From an optimization exercise on the open Yosys and OpenROAD flow, aimed at a short achievable clock period and few clock cycles; shortcuts taken in it are not production practice. Only simulation tests tie the RTL to the original design; equivalence was not proved. Power and IR drop assume default switching activity.

$ cat design/flow/run.sh
#!/bin/bash
# synth_recipe.tcl (not shown) runs the flow's synth.tcl, then flattens the netlist and writes it again
# the make line also repeats each setting of config.mk as NAME=value (left out here)
make -C /OpenROAD-flow-scripts/flow DESIGN_CONFIG=/design/flow/config.mk WORK_HOME=/design/flow/orfs CLKGATE_MAP_FILE= SYNTH_SCRIPT=/design/flow/synth_recipe.tcl finish
$ cat design/flow/config.mk
export PLATFORM = sky130hd
export DESIGN_NAME = SCCPU
export DESIGN_NICKNAME = SCCPU
export VERILOG_FILES = /design/flow/design.v
export SDC_FILE = /design/flow/constraint.sdc
export NUM_CORES = 4
export LEC_CHECK = 0
export ABC_CLOCK_PERIOD_IN_PS = 3000
export CAP_MARGIN = 30
export CORE_MARGIN = 2
export CORE_UTILIZATION = 40
export SETUP_SLACK_MARGIN = 5
export SLEW_MARGIN = 20
$ cat design/flow/constraint.sdc
create_clock -name core_clock -period 9.0 [get_ports {Clock}]
set_input_delay 1.8000 -clock core_clock [delete_from_list [all_inputs] [get_ports {Clock}]]
set_output_delay 1.8000 -clock core_clock [all_outputs]
set_load 0.01 [all_outputs]
$ cat design/flow/design.v
`timescale 1ns / 1ps
module SCCPU(Clock, Resetn, if_PC, imem_data,
             wb_we, wb_rn, wb_data, dm_we, dm_addr, dm_wdata
    );
	input Clock, Resetn;
	input [31:0] imem_data;      
	output [31:0] if_PC;         
	output wb_we;                
	output [4:0] wb_rn;
	output [31:0] wb_data;
	output dm_we;                
	output [4:0] dm_addr;
	output [31:0] dm_wdata;
	reg [31:0] pc;
	reg [31:0] rf [1:31];
	reg [31:0] dmem [0:31];
	reg        e_valid;
	reg        e_wreg, e_load, e_store, e_br, e_bne, e_pred;
	reg        e_add, e_and, e_or, e_xor, e_srl, e_sll;
	reg        e_useimm;
	reg        e_fma, e_fmb, e_fwa, e_fwb, e_nfa, e_nfb;
	reg [4:0]  e_rd, e_sa;
	reg [31:0] e_a, e_b, e_imm, e_alt;
	reg        m_wr, m_load, m_st;
	reg [4:0]  m_rd;
	reg [31:0] m_res;            
	reg [31:0] m_sel;            
	reg [4:0]  m_addr;
	reg [31:0] m_data;
	reg [31:0] w_res;
	reg        o_we;
	reg [4:0]  o_rd;
	reg [31:0] o_data;
	wire [31:0] inst = imem_data;
	wire [5:0] op = inst[31:26];
	wire [5:0] fn = inst[25:20];
	wire [4:0] rs = inst[9:5];
	wire [4:0] rt = inst[4:0];
	wire [4:0] rdf = inst[14:10];
	wire d_rtype0 = (op == 6'b000000);
	wire d_rtype1 = (op == 6'b000001);
	wire d_rtype2 = (op == 6'b000010);
	wire d_add  = d_rtype0 & (fn == 6'b000001);
	wire d_and  = d_rtype1 & (fn == 6'b000001);
	wire d_or   = d_rtype1 & (fn == 6'b000010);
	wire d_xor  = d_rtype1 & (fn == 6'b000100);
	wire d_srl  = d_rtype2 & (fn == 6'b000010);
	wire d_sll  = d_rtype2 & (fn == 6'b000011);
	wire d_addi = (op == 6'b000101);
	wire d_andi = (op == 6'b001001);
	wire d_ori  = (op == 6'b001010);
	wire d_xori = (op == 6'b001100);
	wire d_lw   = (op == 6'b001101);
	wire d_sw   = (op == 6'b001110);
	wire d_beq  = (op == 6'b001111);
	wire d_bne  = (op == 6'b010000);
	wire d_j    = (op == 6'b010010);
	wire d_br   = d_beq | d_bne;
	wire d_iform = d_addi | d_andi | d_ori | d_xori | d_lw;
	wire d_wreg  = d_add | d_and | d_or | d_xor | d_srl | d_sll | d_iform;
	wire [4:0] d_rd = d_iform ? rt : rdf;
	wire d_sext  = d_addi | d_lw | d_sw | d_br;
	wire [31:0] d_imm = {{16{d_sext & inst[25]}}, inst[25:10]};
	wire d_usea  = d_add | d_and | d_or | d_xor | d_iform | d_sw | d_br;
	wire d_useb  = d_add | d_and | d_or | d_xor | d_srl | d_sll | d_sw | d_br;
	wire [31:0] rf_a = (rs == 5'd0) ? 32'd0 : rf[rs];
	wire [31:0] rf_b = (rt == 5'd0) ? 32'd0 : rf[rt];
	wire e_wr  = e_valid & e_wreg & (e_rd != 5'd0);
	wire d_fma = e_wr & (e_rd == rs);
	wire d_fmb = e_wr & (e_rd == rt);
	wire d_fwa = ~d_fma & m_wr & (m_rd == rs);
	wire d_fwb = ~d_fmb & m_wr & (m_rd == rt);
	wire stall = e_load & ((d_fma & d_usea) | (d_fmb & d_useb));
	wire [31:0] pc4 = pc + 32'd4;
	wire [31:0] btarget = pc4 + {{14{inst[25]}}, inst[25:10], 2'b00};
	wire [31:0] jtarget = {pc4[31:28], inst[25:0], 2'b00};
	wire d_pred = d_br & inst[25];    
	wire [31:0] a = ({32{e_fma}} & m_res) | ({32{e_fwa}} & w_res) | ({32{e_nfa}} & e_a);
	wire [31:0] b = ({32{e_fmb}} & m_res) | ({32{e_fwb}} & w_res) | ({32{e_nfb}} & e_b);
	wire [31:0] src2 = e_useimm ? e_imm : b;
	wire [31:0] sum = a + src2;
	wire [31:0] res = ({32{e_add}} & sum)
	                | ({32{e_and}} & (a & src2))
	                | ({32{e_or}}  & (a | src2))
	                | ({32{e_xor}} & (a ^ src2))
	                | ({32{e_srl}} & (b >> e_sa))
	                | ({32{e_sll}} & (b << e_sa));
	wire [4:0] maddr = a[4:0] + e_imm[4:0];
	wire eq = (a == b);
	wire taken = e_bne ? ~eq : eq;
	wire mispredict = e_valid & e_br & (taken != e_pred);
	reg [31:0] mrd;
	integer k;
	always @(*) begin
		mrd = 32'd0;
		for (k = 0; k < 32; k = k + 1)
			mrd = mrd | ({32{m_sel[k]}} & dmem[k]);
	end
	wire [31:0] mres = m_load ? mrd : m_res;
	always @(posedge Clock or negedge Resetn)
		if (!Resetn) pc <= 32'd0;
		else if (mispredict) pc <= e_alt;
		else if (stall) pc <= pc;
		else if (d_j) pc <= jtarget;
		else if (d_pred) pc <= btarget;
		else pc <= pc4;
	always @(posedge Clock or negedge Resetn)
		if (!Resetn) begin
			e_valid <= 1'b0;
			e_wreg <= 1'b0; e_store <= 1'b0; e_br <= 1'b0; e_load <= 1'b0;
		end else begin
			e_valid <= ~mispredict & ~stall;
			e_wreg <= d_wreg; e_store <= d_sw; e_br <= d_br; e_load <= d_lw & ~mispredict & ~stall;
		end
	always @(posedge Clock) begin
		e_bne <= d_bne; e_pred <= d_pred;
		e_add <= d_add | d_addi; e_and <= d_and | d_andi; e_or <= d_or | d_ori;
		e_xor <= d_xor | d_xori; e_srl <= d_srl; e_sll <= d_sll;
		e_useimm <= d_iform | d_sw;
		e_fma <= d_fma; e_fmb <= d_fmb; e_fwa <= d_fwa; e_fwb <= d_fwb;
		e_nfa <= ~d_fma & ~d_fwa; e_nfb <= ~d_fmb & ~d_fwb;
		e_rd <= d_rd; e_sa <= inst[19:15];
		e_a <= rf_a; e_b <= rf_b; e_imm <= d_imm;
		e_alt <= d_pred ? pc4 : btarget;
	end
	always @(posedge Clock or negedge Resetn)
		if (!Resetn) begin
			m_wr <= 1'b0; m_st <= 1'b0; o_we <= 1'b0;
		end else begin
			m_wr <= e_wr; m_st <= e_valid & e_store; o_we <= m_wr;
		end
	always @(posedge Clock) begin
		m_load <= e_load;
		m_rd <= e_rd;
		m_res <= res;
		m_sel <= 32'd1 << maddr;
		m_addr <= maddr;
		m_data <= b;
		w_res <= mres;
	end
	always @(posedge Clock)
		if (m_wr) begin
			o_rd <= m_rd;
			o_data <= mres;
		end
	integer i;
	always @(posedge Clock or negedge Resetn)
		if (!Resetn) begin
			for (i = 1; i < 32; i = i + 1)
				rf[i] <= (i <= 8) ? i : 32'd0;
		end else if (m_wr)
			rf[m_rd] <= mres;
	always @(posedge Clock or negedge Resetn)
		if (!Resetn) begin
			for (i = 0; i < 32; i = i + 1)
				dmem[i] <= (i >= 1 && i <= 8) ? i : 32'd0;
		end else begin
			for (i = 0; i < 32; i = i + 1)
				if (m_st & m_sel[i]) dmem[i] <= m_data;
		end
	assign if_PC    = pc;
	assign wb_we    = o_we;
	assign wb_rn    = o_rd;
	assign wb_data  = o_data;
	assign dm_we    = m_st;
	assign dm_addr  = m_addr;
	assign dm_wdata = m_data;
endmodule
==> results of run 1 <==
## flip-flops by register name (all words and copies together) (netlist names), 5 cells and up
| name | cells |
|---|---|
| e_alt | 32 |
| o_rd | 5 |
| o_data | 32 |
| rf | 992 |
| m_sel | 32 |
| m_res | 32 |
| e_rd | 5 |
| dmem | 1024 |
| e_imm | 17 |
| pc | 32 |
| m_addr | 5 |
| e_a | 32 |
| m_rd | 5 |
| e_b | 32 |
| w_res | 32 |
| m_data | 32 |
## through the flow
stage	util, %	hold slack [ps]	power [uW]	std cells	setup WS (ps)
2_1_floorplan	-	361	12700	9176	4890
3_3_place_gp	42.5	383	13800	12484	3220
3_5_place_dp	42.6	393	13800	12509	3240
4_1_cts	46.1	411	24500	13045	4820
5_1_grt	46.6	417	25400	13118	4780
6_report	46.6	413	24700	13125	4880
## power breakdown
group / internal (uW) / leakage (uW) / total, uW / switching, uW
clock: 6200 / 0.00410 / 10700 / 4500
combinational: 1070 / 0.0240 / 2820 / 1760
sequential: 10900 / 0.0311 / 11100 / 258
total: 18200 / 0.0592 / 24700 / 6510
## per-layer routing
layer / wire [um] / global-route usage [%] / vias up
li1: - / - / 34956
met1: 177000 / 41.2 / 46086
met2: 213000 / 51.0 / 6803
met3: 56600 / 10.6 / 2391
met4: 40600 / 22.1 / 20
met5: 319 / 0.462 / -
## cell families after synthesis
family,Yosys count,synth area share (%)
AO/OA/AOI/OAI,2161,14.9
AND/OR/NAND/NOR,1302,5.55
flip-flops,2365,52.4
multiplexers,2125,21.6
adder cells (fa/ha/maj),102,1.17
XOR/XNOR,136,1.07
buffers and inverters,985,3.37
## cell usage after synthesis (18+ instances only)
master    count  area (um2)
inv_1       150         563
o211ai_1     25         188
mux2_2     2052       23100
a222oi_1    159        1590
edfxtp_1     37        1110
o21a_1       23         173
a21o_1       34         255
nand2b_1     31         194
xnor2_1      79         692
dfstp_2      26         683
nand3_1     215        1080
xor2_1       57         499
clkbuf_1    645        2420
a22o_1      351        3070
dfrtp_1    2030       50800
a21oi_1     323        1620
nand2_1     347        1300
nand4_1     178        1110
o22ai_1      22         138
ha_1         98        1230
nor2_1      306        1150
a211oi_1     37         278
nor3_1      124         621
mux2i_1      67         671
o21ai_0     125         626
dfxtp_1     272        5450
buf_1       169         634
nor4_1       18         113
a221oi_1    404        3540
a22oi_1     565        4240
## cell type report
type | instances | area, um2 | share of cell area (%)
diodes | 8 | 20.0 | 0.0156
clock buffers | 341 | 6990 | 5.44
clock inverters | 106 | 1320 | 1.03
inverters | 154 | 587 | 0.457
multi-input cells | 5826 | 50900 | 39.6
flip-flops and latches | 2365 | 58100 | 45.2
well taps | 3705 | 4640 | 3.61
repair buffers | 620 | 5900 | 4.59
## worst max-delay path, stage by stage
cell and delay (ps):
dlygate4sd2_1 590, nand3b_1 440, nor2_4 220, buf_4 370
a22o_1 330, a221oi_1 250, nand4_1 170, nor3_1 570
a21oi_1 110
## worst min path at each step
stage | start | end
after floorplan | e_load$_DFF_PN0_ | m_load$_DFF_P_
after global placement | pc[0]$_DFFE_PN0P_ | e_alt[0]$_DFF_P_
after detailed placement | pc[1]$_DFFE_PN0P_ | e_alt[1]$_DFF_P_
after CTS | pc[1]$_DFFE_PN0P_ | e_alt[1]$_DFF_P_
after global routing | pc[1]$_DFFE_PN0P_ | e_alt[1]$_DFF_P_
final | pc[1]$_DFFE_PN0P_ | e_alt[1]$_DFF_P_
## repair_timing
| action | in CTS | in global routing |
|---|---|---|
| gates cloned | 0 | 1 |
| setup endpoints to repair | 157 | 102 |
| buffers inserted | 89 | 62 |
| gates resized for setup | 147 | 131 |
| pin swaps | 52 | 63 |
==> results.txt, run 1 <==
Die ar.=281,000 um2; drt drc=0; vias per std cell=6.88; Worst VDD drop=approximately 0.18 mV; clk buf depth=4; Pre-antenna DRT Iters=14; Rel. slew slack=around a fifth; initial antenna violation count=17; reg-to-reg critical path startpoint=pc[4]$_DFFE_PN0P_; Final Cell Area=129,000 um2; GR Util All Layers=33.7%; Post-synth EDFFs=37; Max Clk Rate=about 240 MHz; # rows=approximately 190; most frequent cells in the layout=mux2_2 (2,051), dfrtp_1 (2,017), a22oi_1 (563); vias=90,256; Final nets=between 9,000 and 10,000; placed wire-length estimate=between 200,000 and 300,000 um; Hold Path Cell Cnt=0; clk_skew=approximately 79 ps; fin crit period=4120 ps; Worst Reg-to-Reg Cells=19; outcome=no timing/DRC/antenna violations; DRT iter0 DRCs=about 15,000; H-tree level count=4; unrepaired setup endpoints after global routing=yes; crit path launch=imem_data[7]; Clock Tree Root=clkbuf_16; Chip Width=approximately 530 um; final WL=roughly 490,000 um; Final Max Slew Viols=0; Synth Instances=slightly above 9,000; Cell Area, Synth=~110,000 um2; Synth Flop Type=dfrtp_1; Avg WL per Cell=roughly 37 um; #FFs+latches synth=around 2,400; core area=about 280,000 um2; total power per unit cell area=approximately 190 nW/um2; CP endpoint kind=flip-flop; Post-DRT Antenna Nets=0; crit path DAT=slightly below 5000 ps; Leakage Power=between 0.05 and 0.06 uW; Tcrit/Tclk final=a little under half; sequential share of the synthesized area=a little over half; clk sink count=2,365; Critical Path RT=between 9000 and 10,000 ps; post-cts hold buffer count=0; setup_tns=0 ps; global-route wire length before repair=679,000 um; Num CTS Buffers=~240; starting density of the core=40.2%; layout cell share with drive strength beyond 1=35.3%; synth unique cells=88; grt ovf=0; ys async rst share=between 80% and 90%; Synth-to-Final Area Change=15.9%; Skew-Pair Late Insertion Delay=990 ps; PortBufs=141; count of final setup violators=0; vias in the first global route=slightly below 90,000; CP Max Fanout=23; Max-cap violations=0; Critical Path Sink=e_a[16]$_SDFF_PN0_; Worst Setup Start Kind=input port; worst r2r dst=pc[27]$_DFFE_PN0P_; CP Class=input port to flip-flop; Placed Area=roughly 120,000 um2; fillers=between 20,000 and 25,000; worst hold path class=flip-flop to flip-flop; number of top-level pins=between 100 and 150; CTS tree=built; Die H=between 500 and 600 um; R2R setup slack=around 4900 ps; final hold viol count=0; pin count of the biggest net entering global routing=~180; Worst Max-Slew Pin Slew=roughly 1200 ps; most common cell after layout, fill and taps aside=mux2_2; final RePlAce weighted congestion=0.976; Syn Area/Cell=roughly 12 um2; clk slew on worst S/H paths=around 60 ps; Synth Warn #=3
Testbench counts, summed over its fixed seeds: cycles 34,270.
==> run 2, diff against run 1 <==
--- a/design/flow/design.v
+++ b/design/flow/design.v
@@ -1,3 +1,31 @@
+`timescale 1ns / 1ps
+module add32(a, b, ci, c);
+	parameter N = 32;
+	input [N-1:0] a, b;
+	input ci;
+	output [N-1:0] c;
+	wire [N-1:0] p0 = a ^ b;
+	wire [N-1:0] g0 = {a[N-1:1] & b[N-1:1], (a[0] & b[0]) | (p0[0] & ci)};
+	wire [N-1:0] g [0:5];
+	wire [N-1:0] p [0:5];
+	assign g[0] = g0;
+	assign p[0] = p0;
+	genvar l, i;
+	generate
+		for (l = 0; l < 5; l = l + 1) begin : lvl
+			for (i = 0; i < N; i = i + 1) begin : bit_
+				if (i >= (1 << l)) begin : comb
+					assign g[l+1][i] = g[l][i] | (p[l][i] & g[l][i - (1 << l)]);
+					assign p[l+1][i] = p[l][i] & p[l][i - (1 << l)];
+				end else begin : pass
+					assign g[l+1][i] = g[l][i];
+					assign p[l+1][i] = p[l][i];
+				end
+			end
+		end
+	endgenerate
+	assign c = p0 ^ {g[5][N-2:0], ci};
+endmodule
 `timescale 1ns / 1ps
 module SCCPU(Clock, Resetn, if_PC, imem_data,
              wb_we, wb_rn, wb_data, dm_we, dm_addr, dm_wdata
@@ -11,7 +39,7 @@
 	output dm_we;                
 	output [4:0] dm_addr;
 	output [31:0] dm_wdata;
-	reg [31:0] pc;
+	reg [31:2] pc;               
 	reg [31:0] rf [1:31];
 	reg [31:0] dmem [0:31];
 	reg        e_valid;
@@ -20,7 +48,8 @@
 	reg        e_useimm;
 	reg        e_fma, e_fmb, e_fwa, e_fwb, e_nfa, e_nfb;
 	reg [4:0]  e_rd, e_sa;
-	reg [31:0] e_a, e_b, e_imm, e_alt;
+	reg [31:0] e_a, e_b, e_imm;
+	reg [31:2] e_alt;
 	reg        m_wr, m_load, m_st;
 	reg [4:0]  m_rd;
 	reg [31:0] m_res;            
@@ -71,14 +100,21 @@
 	wire d_fwa = ~d_fma & m_wr & (m_rd == rs);
 	wire d_fwb = ~d_fmb & m_wr & (m_rd == rt);
 	wire stall = e_load & ((d_fma & d_usea) | (d_fmb & d_useb));
-	wire [31:0] pc4 = pc + 32'd4;
-	wire [31:0] btarget = pc4 + {{14{inst[25]}}, inst[25:10], 2'b00};
-	wire [31:0] jtarget = {pc4[31:28], inst[25:0], 2'b00};
-	wire d_pred = d_br & inst[25];    
+	wire [31:2] pc4 = pc + 30'd1;
+	wire [31:2] btarget;             
+	add32 #(.N(30)) btadd (.a(pc), .b({{14{inst[25]}}, inst[25:10]}), .ci(1'b1), .c(btarget));
+	wire [31:2] jtarget = {pc4[31:28], inst[25:0]};
+	wire e_addw = e_wr & e_add;
+	wire d_zres = d_br & e_addw & (((e_rd == rs) & (rt == 5'd0)) | ((e_rd == rt) & (rs == 5'd0)));
+	wire d_same = d_br & (rs == rt);
+	wire d_fres = d_zres | d_same;
+	wire d_ftaken = d_same ? d_beq : (d_bne ^ sum_zero);
+	wire d_pred = d_br & ~d_fres & inst[25];    
 	wire [31:0] a = ({32{e_fma}} & m_res) | ({32{e_fwa}} & w_res) | ({32{e_nfa}} & e_a);
 	wire [31:0] b = ({32{e_fmb}} & m_res) | ({32{e_fwb}} & w_res) | ({32{e_nfb}} & e_b);
 	wire [31:0] src2 = e_useimm ? e_imm : b;
-	wire [31:0] sum = a + src2;
+	wire [31:0] sum;
+	add32 alu_add (.a(a), .b(src2), .ci(1'b0), .c(sum));
 	wire [31:0] res = ({32{e_add}} & sum)
 	                | ({32{e_and}} & (a & src2))
 	                | ({32{e_or}}  & (a | src2))
@@ -86,6 +122,9 @@
 	                | ({32{e_srl}} & (b >> e_sa))
 	                | ({32{e_sll}} & (b << e_sa));
 	wire [4:0] maddr = a[4:0] + e_imm[4:0];
+	wire [31:0] zx = a ^ src2;
+	wire [31:0] zc = {a[30:0] | src2[30:0], 1'b0};
+	wire sum_zero = &(~(zx ^ zc));
 	wire eq = (a == b);
 	wire taken = e_bne ? ~eq : eq;
 	wire mispredict = e_valid & e_br & (taken != e_pred);
@@ -98,11 +137,11 @@
 	end
 	wire [31:0] mres = m_load ? mrd : m_res;
 	always @(posedge Clock or negedge Resetn)
-		if (!Resetn) pc <= 32'd0;
+		if (!Resetn) pc <= 30'd0;
 		else if (mispredict) pc <= e_alt;
 		else if (stall) pc <= pc;
 		else if (d_j) pc <= jtarget;
-		else if (d_pred) pc <= btarget;
+		else if (d_pred | (d_fres & d_ftaken)) pc <= btarget;
 		else pc <= pc4;
 	always @(posedge Clock or negedge Resetn)
 		if (!Resetn) begin
@@ -110,7 +149,7 @@
 			e_wreg <= 1'b0; e_store <= 1'b0; e_br <= 1'b0; e_load <= 1'b0;
 		end else begin
 			e_valid <= ~mispredict & ~stall;
-			e_wreg <= d_wreg; e_store <= d_sw; e_br <= d_br; e_load <= d_lw & ~mispredict & ~stall;
+			e_wreg <= d_wreg; e_store <= d_sw; e_br <= d_br & ~d_fres; e_load <= d_lw & ~mispredict & ~stall;
 		end
 	always @(posedge Clock) begin
 		e_bne <= d_bne; e_pred <= d_pred;
@@ -158,7 +197,7 @@
 			for (i = 0; i < 32; i = i + 1)
 				if (m_st & m_sel[i]) dmem[i] <= m_data;
 		end
-	assign if_PC    = pc;
+	assign if_PC    = {pc, 2'b00};
 	assign wb_we    = o_we;
 	assign wb_rn    = o_rd;
 	assign wb_data  = o_data;
==> design/flow/flow/run.sh (new file) <==
#!/bin/bash
set -euo pipefail
export SETUP_SLACK_MARGIN=5.6
bash standard.sh > standard_flow.log 2>&1
==> design/flow/standard.sh (new file) <==
#!/bin/bash
# synth_recipe.tcl (not shown) runs the flow's synth.tcl, then flattens the netlist and writes it again
# the make line also repeats each setting of config.mk as NAME=value (left out here)
make -C /OpenROAD-flow-scripts/flow DESIGN_CONFIG=/design/flow/config.mk WORK_HOME=/design/flow/orfs CLKGATE_MAP_FILE= SYNTH_SCRIPT=/design/flow/synth_recipe.tcl "${@:-finish}"
--- a/design/flow/config.mk
+++ b/design/flow/config.mk
@@ -9,5 +9,4 @@
 export CAP_MARGIN = 30
 export CORE_MARGIN = 2
 export CORE_UTILIZATION = 40
-export SETUP_SLACK_MARGIN = 5
 export SLEW_MARGIN = 20
removed: design/flow/run.sh
==> run 2 against run 1 <==
Hold slack improved by 3.0 ps. Sequential cell count fell by 4. Total power rose by 0.22%. Final cell count rose by 3.3%. Cell area rose by 4.9%. Still clean on timing, DRC and antenna.
==> results.txt, run 2 <==
outcome=no timing/DRC/antenna violations; clk buf depth=4; Switching Fraction=roughly a quarter; worst hold path class=flip-flop to flip-flop; placed insts=approximately 13,000; Chip Width=between 500 and 600 um; final WL=521,000 um; #FFs+latches synth=about 2,400; Synth Warn #=5; synth unique cells=80; Hold WS=416 ps; cell internal pwr=about 18,000 uW; unrepaired setup endpoints after global routing=yes; Worst Reg-to-Reg Cells=17; R2R setup slack=about 5000 ps; placed wire-length estimate=between 200,000 and 300,000 um; Syn Area/Cell=12.0 um2; PortBufs=about 140; number of top-level pins=between 100 and 150; Hold Path Cell Cnt=2; Max Clk Rate=~250 MHz; CP endpoint kind=flip-flop; Die ar.=between 200,000 and 300,000 um2; clk slew on worst S/H paths=~70 ps; reg-to-reg critical path startpoint=e_fwb$_DFF_P_; CTS tree=built; worst hold start=e_alt[8]$_DFF_P_; cell taking the most area after synthesis=dfrtp_1; Synth Flop Type=dfrtp_1; Comb power frac=approximately 12%; final worst slack=4970 ps; worst r2r dst=pc[13]$_DFFE_PN0P_; most common cell after layout, fill and taps aside=mux2_2; Final nets=slightly below 10,000; GR Util All Layers=a little over a third; top cells by area, synth=dfrtp_1 (45%), mux2_2 (21%), dfxtp_1 (4.8%), a22oi_1 (4.2%), a221oi_1 (2.9%); Synth-to-Final Area Change=20.7%; Worst Setup Start Kind=flip-flop; clk_skew=between 80 and 90 ps; # rows=approximately 190; Synth Instances=between 9,000 and 10,000; ys async rst share=87.0%; Leakage Power=0.0619 uW; vias=approximately 94,000; Critical Path RT=slightly below 10,000 ps; NetSw=approximately 6600 uW; Worst Max-Slew Pin Slew=about 1200 ps; CP Max Fanout=8; Avg WL per Cell=just under 40 um; Worst VDD drop=around 0.19 mV; Skew-Pair Late Insertion Delay=roughly 990 ps; Clock Tree Root=clkbuf_16; clock share of power=~43%; clk sink count=between 2,000 and 2,500; DP Worst Slack=2860 ps; max reg flops=slightly above 1,000; vias per std cell=6.91; layout cell share with drive strength beyond 1=40.7%; initial antenna violation count=29; Pre-antenna DRT Iters=17; global-route wire length before repair=a little over 700,000 um; most frequent cells in the layout=mux2_2 (2,048), dfrtp_1 (1,997), a22oi_1 (617); Tcrit/Tclk final=~45%; Post-DRT Antenna Nets=0; CP Class=flip-flop to flip-flop; DRT iter0 DRCs=16,564; Cell Area, Synth=112,000 um2; sequential share of the synthesized area=between 50% and 60%; crit path DAT=about 5000 ps; pin count of the biggest net entering global routing=roughly 190; fin crit period=4030 ps; total power per unit cell area=around 180 nW/um2; post-route insts no fill=roughly 14,000; starting density of the core=between 40% and 50%; vias in the first global route=91,564; Rel. slew slack=19.0%; Die H=~530 um; Synth top cells by count=mux2_2 (2,057), dfrtp_1 (2,028), clkbuf_1 (673), a22oi_1 (622), a221oi_1 (370); Hold Path Sink=pc[8]$_DFFE_PN0P_; core area=~280,000 um2; share of the synthesized area in the top cell type=45.5%; count leader, synth=mux2_2; sequential power share=44.7%; post-cts hold buffer count=0; count of final setup violators=0; Num CTS Buffers=244; H-tree level count=4; drt drc=0; grt ovf=0; setup_tns=0 ps; Post-synth EDFFs=37; top flop regs=dmem x1024, rf x992; final hold viol count=0; Max-cap violations=0; final RePlAce weighted congestion=0.998; largest register by flop count=dmem; Final Max Slew Viols=0
## run 2: worst max path at each step
stage | start | end | slack (ps) | cells after the start
after floorplan | imem_data[10] | pc[20]$_DFFE_PN0P_ | 4790 | 14
after global placement | e_fwb$_DFF_P_ | pc[20]$_DFFE_PN0P_ | 2760 | 15
after detailed placement | imem_data[7] | pc[20]$_DFFE_PN0P_ | 2860 | 11
after CTS | e_fmb$_DFF_P_ | m_res[28]$_DFF_P_ | 5080 | 17
after global routing | e_fmb$_DFF_P_ | pc[13]$_DFFE_PN0P_ | 4910 | 18
final | e_fwb$_DFF_P_ | pc[13]$_DFFE_PN0P_ | 4970 | 17
## run 2: what timing repair did
action / 4_1_cts / 5_1_grt
setup buffers: 327 / 91
resized for setup: 1021 / 279
pin swaps: 135 / 119
gates cloned: 41 / 3
endpoints found under the setup margin: 646 / 272
## run 2: cell families after synthesis
logic type	share of synthesized area (%)
flip-flops	51.9
XOR/XNOR	1.29
other	0.00336
AND/OR/NAND/NOR	5.75
AO/OA/AOI/OAI	14.9
buffers and inverters	3.39
multiplexers	21.6
adder cells (fa/ha/maj)	1.16
## run 2: power groups by stage
| stage | clock network (uW) | logic (uW) | registers, uW |
|---|---|---|---|
| after floorplan | 0 | 1320 | 11200 |
| after global placement | 0 | 2280 | 11300 |
| after detailed placement | 0 | 2310 | 11300 |
| after CTS | 10600 | 2780 | 11000 |
| after global routing | 11100 | 3230 | 11000 |
| final | 10600 | 3070 | 11000 |
## run 2: critical path, stage by stage, from the launching register on
cell        delay [ps]
dfxtp_4            400
buf_6              160
a222oi_1           280
buf_4              210
clkinvlp_4         130
mux2i_4            240
ha_4               250
xnor2_2            150
nor4_4             350
nand4_1            190
nor2_4             290
xnor2_4            110
o211a_4            340
buf_6              140
mux2_4             290
a211oi_2           170
a21oi_1             60
o21ai_1            200
## run 2: through the flow
step                power [uW]  util [%]  cell area [um2]
floorplan                12500         -           112000
global placement         13600      42.7           118000
detailed placement       13600      42.8           119000
CTS                      24500      47.9           133000
global route             25300      48.6           135000
finish                   24700      48.6           135000
## run 2: cell type report
| class | instances | area [um2] |
|---|---|---|
| fillers | 24279 | 142000 |
| well taps | 3705 | 4640 |
| clock buffers | 354 | 7050 |
| diodes | 16 | 40.0 |
| clock inverters | 91 | 1170 |
| multi-input cells | 5953 | 53500 |
| flip-flops and latches | 2361 | 58200 |
| inverters | 135 | 567 |
| repair buffers | 943 | 9600 |
## run 2: metal layers
layer	GRT usage, %	routed length, um
met3	11.9	64300
met4	23.3	44900
met1	43.5	187000
met2	53.2	224000
met5	0.742	303
Testbench counts of run 2, summed over its fixed seeds: cycles 32,988.
==> run 3, diff against run 2 <==
--- a/design/flow/design.v
+++ b/design/flow/design.v
@@ -45,10 +45,10 @@
 	reg        e_valid;
 	reg        e_wreg, e_load, e_store, e_br, e_bne, e_pred;
 	reg        e_add, e_and, e_or, e_xor, e_srl, e_sll;
-	reg        e_useimm;
 	reg        e_fma, e_fmb, e_fwa, e_fwb, e_nfa, e_nfb;
+	reg        e_f2m, e_f2w, e_f2n;    
 	reg [4:0]  e_rd, e_sa;
-	reg [31:0] e_a, e_b, e_imm;
+	reg [31:0] e_a, e_b, e_imm, e_b2;
 	reg [31:2] e_alt;
 	reg        m_wr, m_load, m_st;
 	reg [4:0]  m_rd;
@@ -90,6 +90,7 @@
 	wire [4:0] d_rd = d_iform ? rt : rdf;
 	wire d_sext  = d_addi | d_lw | d_sw | d_br;
 	wire [31:0] d_imm = {{16{d_sext & inst[25]}}, inst[25:10]};
+	wire d_useimm = d_iform | d_sw;
 	wire d_usea  = d_add | d_and | d_or | d_xor | d_iform | d_sw | d_br;
 	wire d_useb  = d_add | d_and | d_or | d_xor | d_srl | d_sll | d_sw | d_br;
 	wire [31:0] rf_a = (rs == 5'd0) ? 32'd0 : rf[rs];
@@ -104,7 +105,7 @@
 	wire [31:2] btarget;             
 	add32 #(.N(30)) btadd (.a(pc), .b({{14{inst[25]}}, inst[25:10]}), .ci(1'b1), .c(btarget));
 	wire [31:2] jtarget = {pc4[31:28], inst[25:0]};
-	wire e_addw = e_wr & e_add;
+	wire e_addw = e_wr & e_add & ~e_fma & e_f2n;
 	wire d_zres = d_br & e_addw & (((e_rd == rs) & (rt == 5'd0)) | ((e_rd == rt) & (rs == 5'd0)));
 	wire d_same = d_br & (rs == rt);
 	wire d_fres = d_zres | d_same;
@@ -112,18 +113,19 @@
 	wire d_pred = d_br & ~d_fres & inst[25];    
 	wire [31:0] a = ({32{e_fma}} & m_res) | ({32{e_fwa}} & w_res) | ({32{e_nfa}} & e_a);
 	wire [31:0] b = ({32{e_fmb}} & m_res) | ({32{e_fwb}} & w_res) | ({32{e_nfb}} & e_b);
-	wire [31:0] src2 = e_useimm ? e_imm : b;
+	wire [31:0] src2 = ({32{e_f2m}} & m_res) | ({32{e_f2w}} & w_res) | ({32{e_f2n}} & e_b2);
 	wire [31:0] sum;
 	add32 alu_add (.a(a), .b(src2), .ci(1'b0), .c(sum));
-	wire [31:0] res = ({32{e_add}} & sum)
-	                | ({32{e_and}} & (a & src2))
+	wire [31:0] res = ({32{e_add}} & sum) | res_other;
+	wire [31:0] res_other = ({32{e_and}} & (a & src2))
 	                | ({32{e_or}}  & (a | src2))
 	                | ({32{e_xor}} & (a ^ src2))
 	                | ({32{e_srl}} & (b >> e_sa))
 	                | ({32{e_sll}} & (b << e_sa));
 	wire [4:0] maddr = a[4:0] + e_imm[4:0];
-	wire [31:0] zx = a ^ src2;
-	wire [31:0] zc = {a[30:0] | src2[30:0], 1'b0};
+	wire [31:0] a_nm = e_fwa ? w_res : e_a;
+	wire [31:0] zx = a_nm ^ e_b2;
+	wire [31:0] zc = {a_nm[30:0] | e_b2[30:0], 1'b0};
 	wire sum_zero = &(~(zx ^ zc));
 	wire eq = (a == b);
 	wire taken = e_bne ? ~eq : eq;
@@ -136,13 +138,18 @@
 			mrd = mrd | ({32{m_sel[k]}} & dmem[k]);
 	end
 	wire [31:0] mres = m_load ? mrd : m_res;
+	reg [31:2] npc_n;
+	always @(*)
+		if (mispredict) npc_n = e_alt;
+		else if (stall) npc_n = pc;
+		else if (d_j) npc_n = jtarget;
+		else if (d_pred) npc_n = btarget;
+		else npc_n = pc4;
+	wire [31:2] npc_t = (mispredict | stall) ? npc_n : btarget;
+	wire take_f = d_fres & d_ftaken;
 	always @(posedge Clock or negedge Resetn)
 		if (!Resetn) pc <= 30'd0;
-		else if (mispredict) pc <= e_alt;
-		else if (stall) pc <= pc;
-		else if (d_j) pc <= jtarget;
-		else if (d_pred | (d_fres & d_ftaken)) pc <= btarget;
-		else pc <= pc4;
+		else pc <= take_f ? npc_t : npc_n;
 	always @(posedge Clock or negedge Resetn)
 		if (!Resetn) begin
 			e_valid <= 1'b0;
@@ -155,9 +162,10 @@
 		e_bne <= d_bne; e_pred <= d_pred;
 		e_add <= d_add | d_addi; e_and <= d_and | d_andi; e_or <= d_or | d_ori;
 		e_xor <= d_xor | d_xori; e_srl <= d_srl; e_sll <= d_sll;
-		e_useimm <= d_iform | d_sw;
 		e_fma <= d_fma; e_fmb <= d_fmb; e_fwa <= d_fwa; e_fwb <= d_fwb;
 		e_nfa <= ~d_fma & ~d_fwa; e_nfb <= ~d_fmb & ~d_fwb;
+		e_f2m <= d_fmb & ~d_useimm; e_f2w <= d_fwb & ~d_useimm; e_f2n <= d_useimm | (~d_fmb & ~d_fwb);
+		e_b2 <= d_useimm ? d_imm : rf_b;
 		e_rd <= d_rd; e_sa <= inst[19:15];
 		e_a <= rf_a; e_b <= rf_b; e_imm <= d_imm;
 		e_alt <= d_pred ? pc4 : btarget;
==> design/flow/flow/run.sh (replaced) <==
#!/bin/bash
set -euo pipefail
export SETUP_SLACK_MARGIN=5.6
export BUFFER_PORTS_ARGS="-buffer_cell sky130_fd_sc_hd__buf_4"
bash standard.sh MATCH_CELL_FOOTPRINT=0 finish > standard_flow.log 2>&1
==> run 3 against run 2 <==
Critical endpoint is now m_res[31]$_DFF_P_. Non-clock buffer count down 16. Combinational power down 7%. Critical path type unchanged. Synthesized cell count up 2.3%. The layout now fails its checks (max-slew violations). Global-route usage up 0.69 points.
==> results.txt, run 3 <==
worst hold path class=flip-flop to flip-flop; total power per unit cell area=around 180 nW/um2; max reg flops=~1,000; post-synthesis adder-cell area fraction=approximately 1.5%; setup_tns=0 ps; most frequent cells in the layout=mux2_2 (2,061), dfrtp_1 (2,008), buf_4 (644); H-tree level count=5; placed insts=around 13,000; PortBufs=139; global-route wire length before repair=approximately 740,000 um; Synth Flop Type=dfrtp_1; count leader, synth=mux2_2; Synth-to-Final Area Change=21.0%; largest family of logic cells by synthesized area=multiplexers; Synth Area in XOR/XNOR=~1.3%; GR Util All Layers=around 36%; # rows=slightly below 200; Synth Instances=9,519; Post-DRT Antenna Nets=0; Avg WL per Cell=roughly 39 um; Worst Setup Start Kind=flip-flop; grt ovf=0; Critical Path RT=9760 ps; fin crit period=between 3000 and 4000 ps; final WL=approximately 540,000 um; layout cell share with drive strength beyond 1=between 40 and 50%; clk buf depth=4; Die H=between 500 and 600 um; core area=283,000 um2; crit path DAT=between 4000 and 5000 ps; top cells by area, synth=dfrtp_1 (45%), mux2_2 (20%), dfxtp_1 (5.2%), a22oi_1 (3.8%), a221oi_1 (2.9%); mux share of post-synthesis cell area=between 20% and 30%; Cell Area, Synth=between 100,000 and 150,000 um2; Chip Width=538 um; starting density of the core=40.3%; R2R setup slack=approximately 5000 ps; vias in the first global route=between 90,000 and 100k; Rel. slew slack=-3.40%; clk_skew=between 60 and 70 ps; Synth top cells by count=mux2_2 (2,061), dfrtp_1 (2,028), clkbuf_1 (650), a22oi_1 (584), a221oi_1 (374); count of final setup violators=0; sequential share of the synthesized area=51.3%; Max-cap violations=0; simple-gate share of the synthesized area=under 10%; cell taking the most area after synthesis=dfrtp_1; Synth Warn #=5; Skew-Pair Late Insertion Delay=~900 ps; Max Clk Rate=257 MHz; post-cts hold buffer count=0; most common cell after layout, fill and taps aside=mux2_2; CP Max Fanout=6; initial antenna violation count=27; post-route insts no fill=13,818; CP endpoint kind=flip-flop; vias=about 97,000; outcome=finished with violations; Worst VDD drop=roughly 0.17 mV; Die ar.=289,000 um2; top flop regs=dmem x1024, rf x992; Final Max Slew Viols=2; unrepaired setup endpoints after global routing=yes; complex-gate fraction of the synthesized area=between 15 and 20%; Post-synth EDFFs=37; ys async rst share=a little under nine tenths; drt drc=0; largest register by flop count=dmem; Clock Tree Root=clkbuf_16; Final nets=about 10,000; share of the synthesized area in the top cell type=approximately 45%; clk slew on worst S/H paths=60 ps; CP Class=flip-flop to flip-flop; DRT iter0 DRCs=between 15,000 and 20,000; final hold viol count=0; Tcrit/Tclk final=a little over two fifths; Leakage Power=~0.063 uW; #FFs+latches synth=approximately 2,400; placed wire-length estimate=between 300,000 and 400,000 um; vias per std cell=~7.0; synth unique cells=89; fillers=about 25,000; Num CTS Buffers=267; Pre-antenna DRT Iters=17; Layout Check Fails=max-slew violations; Syn Area/Cell=~12 um2; Worst Max-Slew Pin Slew=between 1500 and 2000 ps; final RePlAce weighted congestion=about 1.0; clk sink count=2,388; number of top-level pins=about 140; pin count of the biggest net entering global routing=approximately 180; CTS tree=built
-- run 3: power by group --
part	total, uW	switching (uW)	internal, uW
registers	11300	310	11000
clock network	11300	4650	6610
logic	2870	1780	1100
total	25400	6730	18700
-- run 3: path summary, 6_finish.rpt --
check	startpoint	to	depth (start not counted)
worst min register to register	e_rd[1]$_DFF_P_	m_rd[1]$_DFF_P_	0
worst max-delay path	e_fwa$_DFF_P_	m_res[31]$_DFF_P_	15
worst min-delay path	e_rd[1]$_DFF_P_	m_rd[1]$_DFF_P_	0
min in group asynchronous	Resetn	dmem[6][22]$_DFFE_PN0P_	1
worst max register to register	e_fwa$_DFF_P_	m_res[31]$_DFF_P_	15
max in group asynchronous	Resetn	rf[23][13]$_DFFE_PN0P_	3
-- run 3: final cells by class --
type	instances	area, um2	share of cell area [%]
flip-flops and latches	2388	58700	42.6
clock inverters	72	888	0.645
inverters	172	703	0.510
diodes	16	40.0	0.0291
multi-input cells	6101	55000	39.9
repair buffers	927	9820	7.13
repair inverters	1	11.3	0.00817
clock buffers	398	7950	5.77
well taps	3743	4680	3.40
-- run 3: worst max-delay path: stages (launching register included) --
cell and delay (ps):
dfxtp_4 390, buf_8 150, buf_16 130, a222oi_1 440
buf_4 210, inv_2 40, ha_4 270, nand2_1 80
a211oi_2 290, o41ai_4 160, a2111o_1 440, a211o_4 400
a21oi_4 170, a41oi_2 160, mux2i_1 150, a211o_1 280
-- run 3: logic make-up after synthesis --
group                      count (synthesis)
AOI/OAI and AO/OA                       2243
xor gates and xnor gates                 169
adders and majority gates                132
buffers and inverters                   1036
DFF                                     2388
muxes                                   2170
other                                      1
and+or+nand+nor                         1380
-- run 3: stage by stage --
| stage | hold WS [ps] | util, % | total power (uW) | area, um2 | setup slack, ps |
|---|---|---|---|---|---|
| after floorplan | 374 | - | 12700 | 115000 | 4840 |
| after global placement | 400 | 42.6 | 13700 | 121000 | 3670 |
| after detailed placement | 408 | 42.7 | 13700 | 121000 | 3850 |
| after CTS | 417 | 47.7 | 25100 | 135000 | 5280 |
| after global routing | 425 | 48.7 | 26000 | 138000 | 4940 |
| final | 413 | 48.7 | 25400 | 138000 | 5110 |
-- run 3: layer usage --
metal | track usage, % | share of wire (%) | vias to the layer above
met5 | 0.724 | 0.082 | -
met4 | 22.2 | 8.0 | 24
met3 | 13.0 | 13 | 2713
met2 | 52.3 | 42 | 8267
met1 | 46.0 | 37 | 49328
li1 | - | - | 36950
-- run 3: timing repair --
item,4_1_cts,5_1_grt
gates cloned,43,11
pin swaps,166,169
gates resized for setup,482,317
buffers inserted,290,87
setup endpoints to repair,544,513
Testbench counts of run 3, summed over its fixed seeds: cycles 32,988.
==> run 4, diff against run 3 <==
--- a/design/flow/design.v
+++ b/design/flow/design.v
@@ -4,27 +4,29 @@
 	input [N-1:0] a, b;
 	input ci;
 	output [N-1:0] c;
-	wire [N-1:0] p0 = a ^ b;
-	wire [N-1:0] g0 = {a[N-1:1] & b[N-1:1], (a[0] & b[0]) | (p0[0] & ci)};
-	wire [N-1:0] g [0:5];
-	wire [N-1:0] p [0:5];
-	assign g[0] = g0;
-	assign p[0] = p0;
+	wire [N-1:0] p = a ^ b;
+	wire [N-1:0] g = a & b;
+	wire [N-1:0] t = a | b;
+	wire [N-1:0] hh [0:5];
+	wire [N-1:0] tt [0:5];
+	assign hh[0] = {g[N-1:1], g[0] | ci};
+	assign tt[0] = {t[N-2:0], 1'b0};
 	genvar l, i;
 	generate
 		for (l = 0; l < 5; l = l + 1) begin : lvl
 			for (i = 0; i < N; i = i + 1) begin : bit_
 				if (i >= (1 << l)) begin : comb
-					assign g[l+1][i] = g[l][i] | (p[l][i] & g[l][i - (1 << l)]);
-					assign p[l+1][i] = p[l][i] & p[l][i - (1 << l)];
+					assign hh[l+1][i] = hh[l][i] | (tt[l][i] & hh[l][i - (1 << l)]);
+					assign tt[l+1][i] = tt[l][i] & tt[l][i - (1 << l)];
 				end else begin : pass
-					assign g[l+1][i] = g[l][i];
-					assign p[l+1][i] = p[l][i];
+					assign hh[l+1][i] = hh[l][i];
+					assign tt[l+1][i] = tt[l][i];
 				end
 			end
 		end
 	endgenerate
-	assign c = p0 ^ {g[5][N-2:0], ci};
+	wire [N-1:0] h = hh[5];
+	assign c = p ^ {t[N-2:0] & h[N-2:0], ci};
 endmodule
 `timescale 1ns / 1ps
 module SCCPU(Clock, Resetn, if_PC, imem_data,
@@ -45,14 +47,16 @@
 	reg        e_valid;
 	reg        e_wreg, e_load, e_store, e_br, e_bne, e_pred;
 	reg        e_add, e_and, e_or, e_xor, e_srl, e_sll;
-	reg        e_fma, e_fmb, e_fwa, e_fwb, e_nfa, e_nfb;
-	reg        e_f2m, e_f2w, e_f2n;    
+	reg        e_fsa, e_foa, e_fsb, e_fob, e_fwa, e_fwb, e_nfa, e_nfb;
+	reg        e_f2s, e_f2o, e_f2w, e_f2n;    
 	reg [4:0]  e_rd, e_sa;
 	reg [31:0] e_a, e_b, e_imm, e_b2;
 	reg [31:2] e_alt;
 	reg        m_wr, m_load, m_st;
 	reg [4:0]  m_rd;
-	reg [31:0] m_res;            
+	reg [31:0] m_sum;            
+	reg [31:0] m_oth;            
+	reg        m_isadd;
 	reg [31:0] m_sel;            
 	reg [4:0]  m_addr;
 	reg [31:0] m_data;
@@ -105,18 +109,17 @@
 	wire [31:2] btarget;             
 	add32 #(.N(30)) btadd (.a(pc), .b({{14{inst[25]}}, inst[25:10]}), .ci(1'b1), .c(btarget));
 	wire [31:2] jtarget = {pc4[31:28], inst[25:0]};
-	wire e_addw = e_wr & e_add & ~e_fma & e_f2n;
+	wire e_addw = e_wr & e_add & ~e_fsa & ~e_foa & e_f2n;
 	wire d_zres = d_br & e_addw & (((e_rd == rs) & (rt == 5'd0)) | ((e_rd == rt) & (rs == 5'd0)));
 	wire d_same = d_br & (rs == rt);
 	wire d_fres = d_zres | d_same;
 	wire d_ftaken = d_same ? d_beq : (d_bne ^ sum_zero);
 	wire d_pred = d_br & ~d_fres & inst[25];    
-	wire [31:0] a = ({32{e_fma}} & m_res) | ({32{e_fwa}} & w_res) | ({32{e_nfa}} & e_a);
-	wire [31:0] b = ({32{e_fmb}} & m_res) | ({32{e_fwb}} & w_res) | ({32{e_nfb}} & e_b);
-	wire [31:0] src2 = ({32{e_f2m}} & m_res) | ({32{e_f2w}} & w_res) | ({32{e_f2n}} & e_b2);
+	wire [31:0] a = ({32{e_fsa}} & m_sum) | ({32{e_foa}} & m_oth) | ({32{e_fwa}} & w_res) | ({32{e_nfa}} & e_a);
+	wire [31:0] b = ({32{e_fsb}} & m_sum) | ({32{e_fob}} & m_oth) | ({32{e_fwb}} & w_res) | ({32{e_nfb}} & e_b);
+	wire [31:0] src2 = ({32{e_f2s}} & m_sum) | ({32{e_f2o}} & m_oth) | ({32{e_f2w}} & w_res) | ({32{e_f2n}} & e_b2);
 	wire [31:0] sum;
 	add32 alu_add (.a(a), .b(src2), .ci(1'b0), .c(sum));
-	wire [31:0] res = ({32{e_add}} & sum) | res_other;
 	wire [31:0] res_other = ({32{e_and}} & (a & src2))
 	                | ({32{e_or}}  & (a | src2))
 	                | ({32{e_xor}} & (a ^ src2))
@@ -137,6 +140,7 @@
 		for (k = 0; k < 32; k = k + 1)
 			mrd = mrd | ({32{m_sel[k]}} & dmem[k]);
 	end
+	wire [31:0] m_res = m_isadd ? m_sum : m_oth;
 	wire [31:0] mres = m_load ? mrd : m_res;
 	reg [31:2] npc_n;
 	always @(*)
@@ -162,9 +166,10 @@
 		e_bne <= d_bne; e_pred <= d_pred;
 		e_add <= d_add | d_addi; e_and <= d_and | d_andi; e_or <= d_or | d_ori;
 		e_xor <= d_xor | d_xori; e_srl <= d_srl; e_sll <= d_sll;
-		e_fma <= d_fma; e_fmb <= d_fmb; e_fwa <= d_fwa; e_fwb <= d_fwb;
+		e_fsa <= d_fma & e_add; e_foa <= d_fma & ~e_add; e_fsb <= d_fmb & e_add; e_fob <= d_fmb & ~e_add;
+		e_fwa <= d_fwa; e_fwb <= d_fwb;
 		e_nfa <= ~d_fma & ~d_fwa; e_nfb <= ~d_fmb & ~d_fwb;
-		e_f2m <= d_fmb & ~d_useimm; e_f2w <= d_fwb & ~d_useimm; e_f2n <= d_useimm | (~d_fmb & ~d_fwb);
+		e_f2s <= d_fmb & e_add & ~d_useimm; e_f2o <= d_fmb & ~e_add & ~d_useimm; e_f2w <= d_fwb & ~d_useimm; e_f2n <= d_useimm | (~d_fmb & ~d_fwb);
 		e_b2 <= d_useimm ? d_imm : rf_b;
 		e_rd <= d_rd; e_sa <= inst[19:15];
 		e_a <= rf_a; e_b <= rf_b; e_imm <= d_imm;
@@ -179,7 +184,9 @@
 	always @(posedge Clock) begin
 		m_load <= e_load;
 		m_rd <= e_rd;
-		m_res <= res;
+		m_sum <= sum;
+		m_oth <= res_other;
+		m_isadd <= e_add;
 		m_sel <= 32'd1 << maddr;
 		m_addr <= maddr;
 		m_data <= b;
==> design/flow/config.mk (replaced) <==
export PLATFORM = sky130hd
export DESIGN_NAME = SCCPU
export DESIGN_NICKNAME = SCCPU
export VERILOG_FILES = /design/flow/design.v
export SDC_FILE = /design/flow/constraint.sdc
export NUM_CORES = 4
export LEC_CHECK = 0
export CAP_MARGIN = 30
export CORE_MARGIN = 2
export CORE_UTILIZATION = 50
export SLEW_MARGIN = 20
==> run 4 against run 3 <==
Combinational power grew 5%. Sequential power is essentially flat. Clock skew grew 6.7 ps. Non-clock buffer count shrank 91. Now clean on timing, DRC and antenna. Largest cell class unchanged. Sequential cell count grew 36. Highest routed layer unchanged. Die area shrank 18%.
==> results.txt, run 4 <==
outcome=no timing/DRC/antenna violations; global-route wire length before repair=around 760,000 um; clk_skew=75.6 ps; vias per std cell=around 7.4; Avg WL per Cell=between 40 and 50 um; Die H=around 490 um; vias in the first global route=95,612; pin count of the biggest net entering global routing=between 150 and 200; unrepaired setup endpoints after global routing=yes; final WL=548,000 um; placed wire-length estimate=313,000 um; Max Clk Rate=around 270 MHz; clk slew on worst S/H paths=about 60 ps; CP endpoint kind=flip-flop; top cells by area, synth=dfrtp_1 (43%), mux2_2 (20%), dfxtp_1 (5.7%), a22oi_1 (4.4%), a221oi_1 (3.0%); setup_tns=0 ps; most frequent cells in the layout=mux2_2 (2,051), dfrtp_1 (1,998), a22oi_1 (679); synth unique cells=97; Synth Flop Type=dfrtp_1; top flop regs=dmem x1024, rf x992; Synth-to-Final Area Change=19.1%; total power per unit cell area=around 190 nW/um2; share of the synthesized area in the top cell type=43.4%; final hold viol count=0; initial antenna violation count=34; starting density of the core=between 50% and 60%; slowest CP cell=dfxtp_4; Final nets=slightly above 10,000; Syn Area/Cell=between 10 and 15 um2; DP Worst Slack=around 3400 ps; final RePlAce weighted congestion=roughly 1.0; max reg flops=~1,000; CTS tree=built; Post-synth EDFFs=37; Worst Max-Slew Pin Slew=approximately 1200 ps; layout cell share with drive strength beyond 1=just under 40%; Leakage Power=0.0643 uW; Power Total=between 20,000 and 30,000 uW; fillers=approximately 19,000; ys async rst share=around 85%; #FFs+latches synth=~2,400; grt ovf=0; fin crit period=roughly 3700 ps; count of final setup violators=0; Pre-antenna DRT Iters=14; CP Class=flip-flop to flip-flop; crit path DAT=4500 ps; PortBufs=about 140; Chip Width=~490 um; worst stage delay on the critical path=around 440 ps; Tcrit/Tclk final=40.7%; CP Max Fanout=9; Final Max Slew Viols=0; Worst VDD drop=0.168 mV; Critical Path RT=between 9000 and 10,000 ps; most common cell after layout, fill and taps aside=mux2_2; clk sink count=2,424; cell taking the most area after synthesis=dfrtp_1; Synth top cells by count=mux2_2 (2,052), dfrtp_1 (2,028), a22oi_1 (692), clkbuf_1 (649), a221oi_1 (395); sequential share of the synthesized area=between 50% and 60%; GR Util All Layers=around 45%; Synth Warn #=5; post-cts hold buffer count=0; count leader, synth=mux2_2; CP cell instances=clkbuf_16, buf_4, mux2i_1, ha_1, xnor2_1, nor4_1, nand4_1, or3_4, mux2_4, o21ai_4, nand4_4, buf_6, o221a_4; worst hold start=e_rd[4]$_DFF_P_; final worst slack=5330 ps; Cell Area, Synth=between 100,000 and 150,000 um2; Num CTS Buffers=283; drt drc=0; vias=about 99,000; number of top-level pins=approximately 140; largest register by flop count=dmem; Rel. slew slack=~18%; Skew-Pair Late Insertion Delay=960 ps; worst hold path class=flip-flop to flip-flop; clk buf depth=4; core area=233,000 um2; Worst Setup Start Kind=flip-flop; Clock Tree Root=clkbuf_16; # rows=177; H-tree level count=5; reg-to-reg critical path startpoint=e_fwa$_DFF_P_; Synth Instances=a little under 10,000; Die ar.=roughly 240,000 um2; DRT iter0 DRCs=around 18,000; Max-cap violations=0; crit path launch=e_fwa$_DFF_P_; Post-DRT Antenna Nets=0
[run 4: cell count changes after synthesis, moves of 36 or more]
cell      change
a22oi_2      +46
dfxtp_1      +36
ha_1         +82
a22oi_1     +108
a222oi_1     -82
[run 4: layout make-up]
cell class              count  area [um2]  share of cell area [%]
diodes                     12        30.0                  0.0216
clock buffers             405        8340                    5.99
clock inverters            91        1340                   0.963
inverters                 179         701                   0.503
multi-input cells        6342       56600                    40.7
flip-flops and latches   2424       59500                    42.7
well taps                3043        3810                    2.73
repair buffers            836        8940                    6.42
repair inverters            1        5.00                 0.00359
[run 4: critical path: cells and delay by family, from the launching register on]
family / cells / cell delay, ps
muxes: 2 / 530
buffers and inverters: 3 / 560
AOI/OAI and AO/OA: 2 / 450
adders and majority gates: 1 / 290
xor gates and xnor gates: 1 / 170
DFF: 1 / 440
and+or+nand+nor: 4 / 1130
[run 4: kinds of logic after synthesis]
kind of cell	count (synthesis)	share of synthesized area, %
flip-flops	2424	50.6
AO/OA/AOI/OAI	2338	15.4
XOR/XNOR	174	1.30
multiplexers	2176	20.9
AND/OR/NAND/NOR	1435	5.92
buffers and inverters	1048	3.52
adder cells (fa/ha/maj)	214	2.31
other	1	0.00321
[run 4: power breakdown]
part | switching [uW] | internal (uW)
Clock | 4760 | 7360
Sequential | 245 | 11100
Combinational | 1920 | 1110
Total | 6920 | 19600
[run 4: stage by stage]
| stage | instance area [um2] | utilization, % | std cells | hold slack [ps] |
|---|---|---|---|---|
| final | 139000 | 59.9 | 13333 | 422 |
| after global routing | 139000 | 59.9 | 13324 | 406 |
| after CTS | 137000 | 59.0 | 13206 | 396 |
| after detailed placement | 123000 | 52.8 | 12483 | 408 |
| after global placement | 122000 | 52.7 | 12457 | 409 |
| after floorplan | 118000 | - | 9811 | 381 |
[run 4: what timing repair did]
action,4_1_cts,5_1_grt
gates cloned,48,6
buffers inserted,179,97
endpoints found under the setup margin,521,228
endpoints found under the hold margin,0,0
resized for setup,543,207
pin swaps,80,94
[run 4: layer usage]
layer	wire length, um	global-route usage (%)	up-vias
met2	230000	65.5	8155
met3	72100	15.6	2774
met4	48400	30.4	20
li1	-	-	37769
met1	197000	56.3	50197
met5	194	0.184	-
[run 4: worst paths after layout]
path,endpoint,slack [ps],cells past startpoint
setup / recovery,pc[29]$_DFF_PN0_,5330,13
hold / removal,m_rd[4]$_DFF_P_,420,0
setup reg to reg,pc[29]$_DFF_PN0_,5330,13
hold reg to reg,m_rd[4]$_DFF_P_,420,0
max in group asynchronous,rf[10][25]$_DFFE_PN0P_,5930,3
min in group asynchronous,dmem[2][24]$_DFFE_PN0P_,780,1
Testbench counts of run 4, summed over its fixed seeds: cycles 32,988.
==> run 5, diff against run 4 <==
==> design/flow/flow/run.sh (replaced) <==
#!/bin/bash
# The standard layout (standard.sh: ORFS from synthesis to the final DEF) with
# changes to how ORFS optimises, none to the constraints:
#  - the port buffers are buf_4 cells (ORFS otherwise picks clkdlybuf4s50_1,
#    which the footprint-matched resizer cannot swap for a faster buffer),
#  - the resizer may change a cell's footprint when sizing,
#  - setup repair does not clone gates (a clone adds load to its driver after
#    the max-slew/max-cap repair has run).
# Synthesis, floorplan, power grid, CTS, routing and the final DEF are ORFS's.
set -euo pipefail
export SETUP_SLACK_MARGIN=5.6
export SKIP_GATE_CLONING=1
export BUFFER_PORTS_ARGS="-buffer_cell sky130_fd_sc_hd__buf_4"
bash standard.sh MATCH_CELL_FOOTPRINT=0 finish > standard_flow.log 2>&1
==> design/flow/config.mk (replaced) <==
export PLATFORM = sky130hd
export DESIGN_NAME = SCCPU
export DESIGN_NICKNAME = SCCPU
export VERILOG_FILES = /design/flow/design.v
export SDC_FILE = /design/flow/constraint.sdc
export NUM_CORES = 4
export LEC_CHECK = 0
export CAP_MARGIN = 35
export CORE_MARGIN = 2
export CORE_UTILIZATION = 40
export SLEW_MARGIN = 30
==> run 5 against run 4 <==
Still clean. Sequential share of layout area shrank 0.11 points. Non-clock buffer count shrank 70. Register-to-register slack lost 80 ps. Clock-buffer cell count grew 2. Critical path type unchanged.
==> results.txt, run 5 <==
Synth top cells by count=mux2_2 (2,052), dfrtp_1 (2,028), a22oi_1 (692), clkbuf_1 (649), a221oi_1 (395); CP Max Fanout=14; Syn Area/Cell=11.9 um2; Comb power frac=11.1%; pin count of the biggest net entering global routing=196; Die H=between 500 and 600 um; Power Total=26,200 uW; largest register by flop count=dmem; CTS tree=built; most common cell after layout, fill and taps aside=mux2_2; Worst Setup Start Kind=flip-flop; vias in the first global route=slightly below 100k; clock share of power=about 45%; Pre-antenna DRT Iters=14; Final nets=10,231; starting density of the core=between 40% and 50%; Placed Area=125,000 um2; top flop regs=dmem x1024, rf x992; cell internal pwr=about 19,000 uW; core area=291,000 um2; global-route wire length before repair=roughly 780,000 um; sequential share of the synthesized area=between 50% and 60%; CP Class=flip-flop to flip-flop; GR Util All Layers=37.3%; Rel. slew slack=approximately a quarter; initial antenna violation count=32; Post-synth EDFFs=37; outcome=no timing/DRC/antenna violations; Post-DRT Antenna Nets=0; vias per std cell=7.06; top cells by area, synth=dfrtp_1 (43%), mux2_2 (20%), dfxtp_1 (5.7%), a22oi_1 (4.4%), a221oi_1 (3.0%); Avg WL per Cell=slightly above 40 um; # rows=~200; Critical Path RT=between 9000 and 10,000 ps; NetSw=around 7000 uW; Final Cell Area=between 100,000 and 150,000 um2; number of top-level pins=around 140; clk buf depth=4; ys async rst share=84.7%; PortBufs=between 100 and 150; Synth Instances=9,810; Synth Warn #=5; final worst slack=5260 ps; clk slew on worst S/H paths=about 60 ps; unrepaired setup endpoints after global routing=yes; #FFs+latches synth=between 2,000 and 2,500; count of final setup violators=0; worst hold path class=flip-flop to flip-flop; placed wire-length estimate=around 330,000 um; Clock Tree Root=clkbuf_16; Worst VDD drop=between 0.15 and 0.2 mV; Die ar.=297,000 um2; Synth-to-Final Area Change=19.2%; fillers=between 20,000 and 30,000; drt drc=0; count leader, synth=mux2_2; Worst Max-Slew Pin Slew=between 1000 and 1500 ps; most frequent cells in the layout=mux2_2 (2,052), dfrtp_1 (1,999), a22oi_1 (681); final WL=approximately 570,000 um; synth unique cells=97; H-tree level count=5; Chip Width=approximately 540 um; vias=99,646; cell taking the most area after synthesis=dfrtp_1; DP Worst Slack=around 3300 ps; crit path DAT=4490 ps; clk sink count=2,424; sequential power share=a little over two fifths; Tcrit/Tclk final=41.6%; grt ovf=0; Max Clk Rate=approximately 270 MHz; final hold viol count=0; Synth Flop Type=dfrtp_1; Final Max Slew Viols=0; Switching Fraction=between 20% and 30%; Leakage Power=around 0.064 uW; Max-cap violations=0; CP endpoint kind=flip-flop; total power per unit cell area=between 150 and 200 nW/um2; Cell Area, Synth=roughly 120,000 um2; share of the synthesized area in the top cell type=a little over two fifths; clk_skew=roughly 54 ps; fin crit period=approximately 3700 ps; R2R setup slack=5260 ps; DRT iter0 DRCs=18,403; max reg flops=1,024; layout cell share with drive strength beyond 1=38.2%; Num CTS Buffers=about 270; Skew-Pair Late Insertion Delay=about 900 ps; final RePlAce weighted congestion=1.02; setup_tns=0 ps
run 5: cell counts after synthesis:
Identical to the previous run, type by type.
run 5: kinds of logic (layout without fill, tap and decap cells):
| family | Yosys count | in the layout | share of synthesized area, % |
|---|---|---|---|
| adders and majority gates | 214 | 214 | 2.31 |
| and+or+nand+nor | 1435 | 1435 | 5.92 |
| DFF | 2424 | 2424 | 50.6 |
| xor gates and xnor gates | 174 | 174 | 1.30 |
| AOI/OAI and AO/OA | 2338 | 2338 | 15.4 |
| muxes | 2176 | 2176 | 20.9 |
| buffers and inverters | 1048 | 1430 | 3.52 |
| other | 1 | 28 | 0.00321 |
run 5: cell type report:
| class | count | area, um2 | area share [%] |
|---|---|---|---|
| flip-flops and latches | 2424 | 59300 | 42.6 |
| multi-input cells | 6339 | 56600 | 40.6 |
| repair buffers | 766 | 8470 | 6.08 |
| clock buffers | 407 | 8190 | 5.88 |
| well taps | 3900 | 4880 | 3.50 |
| clock inverters | 78 | 1060 | 0.761 |
| inverters | 179 | 689 | 0.495 |
| diodes | 26 | 65.1 | 0.0467 |
run 5: metrics by stage:
stage	utilization, %	hold WS (ps)	cells
after floorplan	-	381	9811
after global placement	42.5	414	13292
after detailed placement	42.8	414	13341
after CTS	47.4	426	14019
after global routing	47.9	439	14098
final	47.9	431	14119
run 5: repair_timing:
item	4_1_cts	5_1_grt
setup buffers	193	66
endpoints found under the setup margin	359	415
resized for setup	463	164
hold buffers	0	0
endpoints found under the hold margin	0	0
pin swaps	66	52
run 5: layer usage:
| layer | up-vias | global-route usage [%] | part of all wire, % |
|---|---|---|---|
| li1 | 37528 | - | - |
| met1 | 50627 | 46.5 | 36 |
| met2 | 8488 | 53.2 | 41 |
| met3 | 2983 | 14.6 | 14 |
| met4 | 20 | 25.0 | 8.7 |
| met5 | - | 0.568 | 0.082 |
run 5: path summary, 6_finish.rpt:
| check | start | endpoint | cells past startpoint |
|---|---|---|---|
| min in group asynchronous | Resetn | dmem[12][28]$_DFFE_PN0P_ | 1 |
| max in group asynchronous | Resetn | rf[5][20]$_DFFE_PN0P_ | 4 |
| max reg2reg | e_fwa$_DFF_P_ | pc[7]$_DFF_PN0_ | 16 |
| max | e_fwa$_DFF_P_ | pc[7]$_DFF_PN0_ | 16 |
| min reg2reg | e_rd[3]$_DFF_P_ | m_rd[3]$_DFF_P_ | 0 |
| min | e_rd[3]$_DFF_P_ | m_rd[3]$_DFF_P_ | 0 |
run 5: worst max-delay path: stages, from the launching register on:
cell and delay [ps]:
dfxtp_4 370, buf_16 120, buf_12 110, buf_16 160, buf_16 160, buf_6 190
buf_4 140, mux2i_1 350, xnor2_2 230, nand3_1 120, or3_4 430, mux2_2 330
o21ai_4 190, nand4_4 160, buf_4 200, buf_16 160, mux2i_2 160
run 5: power by group through the flow:
stage               registers [uW]  clock network (uW)  logic (uW)
floorplan                    11500                   0        1360
global placement             11700                   0        2380
detailed placement           11700                   0        2430
CTS                          11500               11800        2710
global route                 11500               12200        3050
finish                       11500               11700        2910

re-timing with driven ports:
In the flow no input, the clock included, has a driving cell. The finished layouts below were timed again as built, in two steps.
Step 1 assumes that a clkbuf_16 drives the clock port and a buf_2 every other input.
Step 2, shift: input delay + t, output delay - t, t = (earliest + latest rising clock arrival at the registers) / 2. This alone moves slack from input paths to output paths.
Three values: ideal ports, drivers, drivers and shift; two values: the first two.
| run | t (ns) | setup WS [ns] | hold WS [ns] | worst slew at a driven data input, ns |
|---|---|---|---|---|
| run 1 | 1.038 | 4.877 / 4.900 / 3.899 | 0.413 / 0.413 / 0.413 | 0.08 |
| run 2 | 1.050 | 4.971 / 4.971 / 4.130 | 0.416 / 0.416 / 0.416 | 0.08 |
| run 3 | 0.965 | 5.112 / 5.112 / 4.321 | 0.413 / 0.413 / 0.413 | 0.32 |
| run 4 | 1.031 | 5.335 / 5.335 / 4.357 | 0.422 / 0.422 / 0.422 | 0.32 |
| run 5 | 0.960 | 5.259 / 5.259 / 4.464 | 0.431 / 0.431 / 0.431 | 0.12 |
